What follows belongs to an exercise in optimizing a design on an open flow for small area, a short achievable clock period and few clock cycles per item; a production flow would make more cautious choices.
The RTL was checked by simulation tests, not by an equivalence proof against the original design.
The clock port is modelled as an ideal driver; clocking choices that lean on that would not hold on a real chip.

// MD5
module MD5(
    input clk,
    input rst_n,
    input hash_en,
    input rst_en,
    input w_en,
    input [2:0] w_addr,
    input [63:0] w_data,
    input r_addr,
    output wire [63:0] r_data,
    output wire hash_rdy
);
For scale: ~4800 cells after synthesis, ~44000 sq um of cells after synthesis.
clock: 12.0 ns
lec_check: 0
abc_area: 1
cap_margin: 20
core_margin: 2
core_utilization: 55
cts_buf_list: sky130_fd_sc_hd__clkbuf_16
cts_cluster_diameter: 100
cts_cluster_size: 20
setup_slack_margin: 5
slew_margin: 20
standard.sh (not shown) runs the stock make flow with config.mk's settings and CLKGATE_MAP_FILE= SYNTH_SCRIPT=/design/flow/synth_recipe.tcl, a recipe that flattens the netlist after the stock synthesis.
==> flow/flow/run.sh <==
#!/bin/bash
# The standard layout (standard.sh, unchanged synthesis and steps), with:
# - a larger setup margin for the resizer's timing repair, so that it keeps
#   working below the 12 ns clock;
# - plain buffers (buf_2) as the port buffers that buffer_ports inserts;
# - after CTS, io_eco.tcl: stronger sizes for the gates and port buffers
#   that drive r_data (the r_addr -> r_data paths are the slowest).
# The SDC and everything else are the standard flow's.
set -euo pipefail
MARGIN=6.3
export BUFFER_PORTS_ARGS="-buffer_cell sky130_fd_sc_hd__buf_2"
export POST_CTS_TCL="$PWD/flow/io_eco.tcl"
sed "s/SETUP_SLACK_MARGIN=[0-9.]*/SETUP_SLACK_MARGIN=${MARGIN}/" standard.sh > standard_margin.sh
bash standard_margin.sh > standard.log 2>&1
==> flow/flow/io_eco.tcl <==
# Hook run after CTS (POST_CTS_TCL): the r_addr -> r_data paths, the
# slowest in the layout, end in a small mux gate driving each r_data port
# buffer. Give each of those gates, and the port buffers, a stronger size
# of the same cell, then legalise the placement again.
proc io_eco_bigger { inst sizes } {
  set m [[$inst getMaster] getName]
  if { ![regexp {^(.*)_([0-9]+)$} $m -> base size] } { return }
  foreach sz $sizes {
    if { $sz <= $size } { continue }
    set cand "${base}_$sz"
    if { [[ord::get_db] findMaster $cand] != "NULL" } {
      replace_cell [$inst getName] $cand
      puts "io_eco: [$inst getName] $m -> $cand"
      return
    }
  }
}
set block [ord::get_db_block]
foreach bterm [$block getBTerms] {
  if { ![string match "r_data*" [$bterm getName]] } { continue }
  set net [$bterm getNet]
  set buf ""
  foreach it [$net getITerms] {
    if { [$it isOutputSignal] } { set buf [$it getInst] }
  }
  if { $buf == "" } { continue }
  set gate ""
  foreach it [$buf getITerms] {
    if { [$it isInputSignal] } {
      foreach it2 [[$it getNet] getITerms] {
        if { [$it2 isOutputSignal] } { set gate [$it2 getInst] }
      }
    }
  }
  if { $gate != "" } { io_eco_bigger $gate {2 4} }
  io_eco_bigger $buf {4}
}
detailed_placement
check_placement -verbose
The starting point produced a clean layout.
Testbench counts at the start, summed over its fixed seeds: cycles 28,032, blocks 384.
Change:
==> flow/flow/run.sh (replaced) <==
#!/bin/bash
# The standard layout (standard.sh, unchanged synthesis and steps), with a
# larger setup margin for the resizer's timing repair so that it keeps
# working below the 12 ns clock, and plain buffers (buf_2) as the port
# buffers that buffer_ports inserts. The SDC and everything else are the standard flow's.
set -euo pipefail
MARGIN=6.4
export BUFFER_PORTS_ARGS="-buffer_cell sky130_fd_sc_hd__buf_2"
sed "s/SETUP_SLACK_MARGIN=[0-9.]*/SETUP_SLACK_MARGIN=${MARGIN}/" standard.sh > standard_margin.sh
bash standard_margin.sh > standard.log 2>&1
removed: flow/flow/io_eco.tcl
Outcome:
- die area does not change
- area after synthesis does not change
- utilization grows by 0.50 points
- routed wire length rises by 0.76%
- sequential share of layout area falls by 0.37 points

---

alpha:
MD5, a different RTL version from the one above (not shown whole).
Size: roughly 840 flip-flops, about 140 I/O pins.
export LEC_CHECK = 0
export ABC_AREA = 1
export CAP_MARGIN = 20
export CORE_MARGIN = 2
export CORE_UTILIZATION = 55
export CTS_BUF_LIST = sky130_fd_sc_hd__clkbuf_16
export CTS_CLUSTER_DIAMETER = 100
export CTS_CLUSTER_SIZE = 20
export SETUP_SLACK_MARGIN = 5
export SLEW_MARGIN = 20
create_clock -name core_clock -period 12.0 [get_ports {clk}]
==> flow/flow/run.sh <==
#!/bin/bash
# The standard layout (standard.sh, unchanged synthesis and steps), with a
# larger setup margin for the resizer's timing repair so that it keeps
# working below the 12 ns clock. The SDC and everything else are the standard flow's.
set -euo pipefail
MARGIN=6.3
sed "s/SETUP_SLACK_MARGIN=[0-9.]*/SETUP_SLACK_MARGIN=${MARGIN}/" standard.sh > standard_margin.sh
bash standard_margin.sh > standard.log 2>&1
Testbench counts of alpha, summed over its fixed seeds: cycles 27,648, blocks 384.
--- input diff alpha..beta ---
Settings: removing CTS_BUF_LIST (formerly sky130_fd_sc_hd__clkbuf_16); removing CTS_CLUSTER_DIAMETER (formerly 100); removing CTS_CLUSTER_SIZE (formerly 20).
[summary]
Non-clock inverter count in the final layout delta (alpha -> beta): insignificant
Compared beta vs alpha, and share of the cycle needed by the critical path after routing is down in beta.
beta vs alpha, final critical-path required period went down by 0.13 ns.
Delta (beta minus alpha): synthesis-to-layout area growth rose by 2.4 points.

---

The RTL this note starts from:
==> flow/design.v <==
`timescale 1ns / 1ps
module MD5(
    input clk,
    input rst_n,
    input hash_en,
    input rst_en,
    input w_en,
    input [2:0] w_addr,
    input [63:0] w_data,
    input r_addr,
    output wire [63:0] r_data,
    output wire hash_rdy
);
    localparam [31:0] IV_A = 32'h67452301;
    localparam [31:0] IV_B = 32'hefcdab89;
    localparam [31:0] IV_C = 32'h98badcfe;
    localparam [31:0] IV_D = 32'h10325476;
    function [31:0] k;
        input [5:0] idx;
        begin
            case (idx)
                6'd0:  k = 32'hd76aa478; 6'd1:  k = 32'he8c7b756; 6'd2:  k = 32'h242070db; 6'd3:  k = 32'hc1bdceee;
                6'd4:  k = 32'hf57c0faf; 6'd5:  k = 32'h4787c62a; 6'd6:  k = 32'ha8304613; 6'd7:  k = 32'hfd469501;
                6'd8:  k = 32'h698098d8; 6'd9:  k = 32'h8b44f7af; 6'd10: k = 32'hffff5bb1; 6'd11: k = 32'h895cd7be;
                6'd12: k = 32'h6b901122; 6'd13: k = 32'hfd987193; 6'd14: k = 32'ha679438e; 6'd15: k = 32'h49b40821;
                6'd16: k = 32'hf61e2562; 6'd17: k = 32'hc040b340; 6'd18: k = 32'h265e5a51; 6'd19: k = 32'he9b6c7aa;
                6'd20: k = 32'hd62f105d; 6'd21: k = 32'h02441453; 6'd22: k = 32'hd8a1e681; 6'd23: k = 32'he7d3fbc8;
                6'd24: k = 32'h21e1cde6; 6'd25: k = 32'hc33707d6; 6'd26: k = 32'hf4d50d87; 6'd27: k = 32'h455a14ed;
                6'd28: k = 32'ha9e3e905; 6'd29: k = 32'hfcefa3f8; 6'd30: k = 32'h676f02d9; 6'd31: k = 32'h8d2a4c8a;
                6'd32: k = 32'hfffa3942; 6'd33: k = 32'h8771f681; 6'd34: k = 32'h6d9d6122; 6'd35: k = 32'hfde5380c;
                6'd36: k = 32'ha4beea44; 6'd37: k = 32'h4bdecfa9; 6'd38: k = 32'hf6bb4b60; 6'd39: k = 32'hbebfbc70;
                6'd40: k = 32'h289b7ec6; 6'd41: k = 32'heaa127fa; 6'd42: k = 32'hd4ef3085; 6'd43: k = 32'h04881d05;
                6'd44: k = 32'hd9d4d039; 6'd45: k = 32'he6db99e5; 6'd46: k = 32'h1fa27cf8; 6'd47: k = 32'hc4ac5665;
                6'd48: k = 32'hf4292244; 6'd49: k = 32'h432aff97; 6'd50: k = 32'hab9423a7; 6'd51: k = 32'hfc93a039;
                6'd52: k = 32'h655b59c3; 6'd53: k = 32'h8f0ccc92; 6'd54: k = 32'hffeff47d; 6'd55: k = 32'h85845dd1;
                6'd56: k = 32'h6fa87e4f; 6'd57: k = 32'hfe2ce6e0; 6'd58: k = 32'ha3014314; 6'd59: k = 32'h4e0811a1;
                6'd60: k = 32'hf7537e82; 6'd61: k = 32'hbd3af235; 6'd62: k = 32'h2ad7d2bb; default: k = 32'heb86d391;
            endcase
        end
    endfunction
    function [3:0] g;
        input [5:0] idx;
        begin
            case (idx[5:4])
                2'd0: g = idx[3:0];
                2'd1: g = 5 * idx[3:0] + 1;
                2'd2: g = 3 * idx[3:0] + 5;
                default: g = 7 * idx[3:0];
            endcase
        end
    endfunction
    function [31:0] fn;
        input [1:0] grp;
        input [31:0] b, c, d;
        begin
            case (grp)
                2'd0: fn = (b & c) | (~b & d);
                2'd1: fn = (b & d) | (c & ~d);
                2'd2: fn = b ^ c ^ d;
                default: fn = c ^ (b | ~d);
            endcase
        end
    endfunction
    function [31:0] rotl;
        input [31:0] x;
        input [4:0] n;
        begin
            rotl = (x << n) | (x >> (6'd32 - {1'b0, n}));
        end
    endfunction
    function [31:0] rot;
        input [3:0] sel;
        input [31:0] x;
        begin
            case (sel)
                4'd0:  rot = rotl(x, 5'd7);
                4'd1:  rot = rotl(x, 5'd12);
                4'd2:  rot = rotl(x, 5'd17);
                4'd3:  rot = rotl(x, 5'd22);
                4'd4:  rot = rotl(x, 5'd5);
                4'd5:  rot = rotl(x, 5'd9);
                4'd6:  rot = rotl(x, 5'd14);
                4'd7:  rot = rotl(x, 5'd20);
                4'd8:  rot = rotl(x, 5'd4);
                4'd9:  rot = rotl(x, 5'd11);
                4'd10: rot = rotl(x, 5'd16);
                4'd11: rot = rotl(x, 5'd23);
                4'd12: rot = rotl(x, 5'd6);
                4'd13: rot = rotl(x, 5'd10);
                4'd14: rot = rotl(x, 5'd15);
                default: rot = rotl(x, 5'd21);
            endcase
        end
    endfunction
    function [31:0] bswap;
        input [31:0] x;
        begin
            bswap = {x[7:0], x[15:8], x[23:16], x[31:24]};
        end
    endfunction
    reg busy;
    reg r61, r62, fin;        
    reg [3:0] fsel;           
    reg [15:0] rsel;          
    reg [5:0] rn;             
    reg [3:0] gn;             
    reg [31:0] B, C, D;
    reg [31:0] P;             
    reg [31:0] ha, hb, hc, hd;
    reg [63:0] slot [0:7];
    wire [31:0] Z1 = (r61 ? ha : r62 ? hd : hc) + B;
    wire [31:0] Z2 = hb + B;
    wire [31:0] f = ({32{fsel[0]}} & ((B & C) | (~B & D)))
                  | ({32{fsel[1]}} & ((B & D) | (C & ~D)))
                  | ({32{fsel[2]}} & (B ^ C ^ D))
                  | ({32{fsel[3]}} & (C ^ (B | ~D)));
    wire [31:0] t = f + P;
    reg [31:0] rt;
    integer j;
    always @(*) begin
        rt = 32'd0;
        for (j = 0; j < 16; j = j + 1)
            if (rsel[j])
                rt = rt | rot(j, t);
    end
    wire [31:0] Bn = (fin ? Z2 : B) + rt;
    wire byp = ~busy & w_en & (w_addr == 3'd0);
    wire [63:0] sl = slot[gn[3:1]];
    wire [31:0] w_raw = byp ? w_data[63:32] : (gn[0] ? sl[31:0] : sl[63:32]);
    wire [31:0] An = busy ? D : (rst_en ? IV_A : ha);
    wire [31:0] Pn = An + k(rn) + bswap(w_raw);
    wire [5:0] rn1 = rn + 6'd1;
    wire [3:0] gstep = (rn[5:4] == 2'd0) ? 4'd1 : (rn[5:4] == 2'd1) ? 4'd5 :
                       (rn[5:4] == 2'd2) ? 4'd3 : 4'd7;
    wire [3:0] gn1 = (rn[3:0] == 4'd15) ? g(rn1) : gn + gstep;
    always @(posedge clk) begin
        for (j = 0; j < 8; j = j + 1)
            if (~busy & w_en & (w_addr == j))
                slot[j] <= w_data;
        P <= Pn;
        if (busy) begin
            B <= Bn;
            C <= B;
            D <= C;
        end else begin
            B <= rst_en ? IV_B : hb;
            C <= rst_en ? IV_C : hc;
            D <= rst_en ? IV_D : hd;
        end
    end
    always @(posedge clk or negedge rst_n) begin
        if (~rst_n) begin
            busy <= 1'b0;
            r61 <= 1'b0;
            r62 <= 1'b0;
            fin <= 1'b0;
            fsel <= 4'b0001;
            rsel <= 16'd1;
            rn <= 6'd0;
            gn <= 4'd0;
            ha <= IV_A;
            hb <= IV_B;
            hc <= IV_C;
            hd <= IV_D;
        end else if (busy) begin
            r61 <= (rn == 6'd61);
            r62 <= (rn == 6'd62);
            fin <= (rn == 6'd63);
            fsel <= 4'b0001 << rn[5:4];
            rsel <= 16'd1 << {rn[5:4], rn[1:0]};
            rn <= rn1;
            gn <= gn1;
            if (r61)
                ha <= Z1;
            if (r62)
                hd <= Z1;
            if (fin) begin
                hc <= Z1;
                hb <= Bn;
                busy <= 1'b0;
                rn <= 6'd0;
                gn <= 4'd0;
            end
        end else if (hash_en) begin
            busy <= 1'b1;
            fsel <= 4'b0001;
            rsel <= 16'd1;
            rn <= 6'd1;
            gn <= 4'd1;
            if (rst_en) begin
                ha <= IV_A;
                hb <= IV_B;
                hc <= IV_C;
                hd <= IV_D;
            end
        end
    end
    assign hash_rdy = ~busy;
    assign r_data = r_addr ? {ha, hb} : {hc, hd};
endmodule
export LEC_CHECK = 0
export CAP_MARGIN = 20
export CORE_MARGIN = 2
export CORE_UTILIZATION = 40
export SETUP_SLACK_MARGIN = 5
export SLEW_MARGIN = 20
create_clock -name core_clock -period 12.0 [get_ports {clk}]
run.sh (not shown) runs the stock make flow with config.mk's settings and CLKGATE_MAP_FILE= SYNTH_SCRIPT=/design/flow/synth_recipe.tcl, a recipe that flattens the netlist after the stock synthesis.
Stock flow here: none of the scripts above is used.
Testbench counts at the start, summed over its fixed seeds: cycles 27,648, blocks 384.
Edit:
==> flow/flow/run.sh (new file) <==
#!/bin/bash
# The standard layout (standard.sh, unchanged synthesis and steps), with a
# larger setup margin for the resizer's timing repair so that it keeps
# working below the 12 ns clock. The SDC and everything else are the standard flow's.
set -euo pipefail
MARGIN=6.5
sed "s/SETUP_SLACK_MARGIN=[0-9.]*/SETUP_SLACK_MARGIN=${MARGIN}/" standard.sh > standard_margin.sh
bash standard_margin.sh > standard.log 2>&1
==> flow/standard.sh (new file) <==
#!/bin/bash
# synth_recipe.tcl (not shown) runs the flow's synth.tcl, then flattens the netlist and writes it again
# the make line also repeats each setting of config.mk as NAME=value (left out here)
make -C /OpenROAD-flow-scripts/flow DESIGN_CONFIG=/design/flow/config.mk WORK_HOME=/design/flow/orfs CLKGATE_MAP_FILE= SYNTH_SCRIPT=/design/flow/synth_recipe.tcl "${@:-finish}"
ABC_AREA = 1   (was default)
removed: flow/run.sh
Design area came out higher by 9.4%.
Critical path depth falls by 26.
Utilization grows by 3.7 points.
Non-clock buffer count grows by 151.
Cell count is higher by 22%.
Die area came out higher by 1.4%.

static timing again, ports no longer ideal:
The flow's constraints put no driver on any port. The routed layouts listed below were extracted and timed again, unchanged, in two steps. Step 1 (the two cells are an assumption about what drives the block):
set clk [get_ports {clk}]
set_driving_cell -lib_cell sky130_fd_sc_hd__clkbuf_16 $clk
set_driving_cell -lib_cell sky130_fd_sc_hd__buf_2 [delete_from_list [all_inputs] $clk]
Step 2 times the ports against the registers' clock, not the clock port: input delays grow and output delays shrink by t, the midpoint of the rising clock arrivals with the driver on. Three values: ideal, step 1, step 2; two values: the first two.
run	shift t [ns]	setup slack, ns	worst setup path at the end	cell pins on the clock port's net
the first run of note 1	0.695	6.299 / 6.110 / 5.755	input to register	1
the second run of note 1	0.699	6.319 / 6.115 / 5.822	input to register	1
alpha	0.725	6.083 / 5.975 / 5.793	input to register	1
beta	0.738	6.215 / 6.080 / 5.758	input to register	1
the first run of note 3	0.754	4.973 / 4.973 / 4.575	input to register	1
the second run of note 3	0.758	6.327 / 6.066 / 5.938	input to register	1
After both steps setup and hold are still met in every run listed. The setup slack of the first run of note 1, which loses most, moves by -0.189 ns with the drivers and by -0.544 ns with both steps.
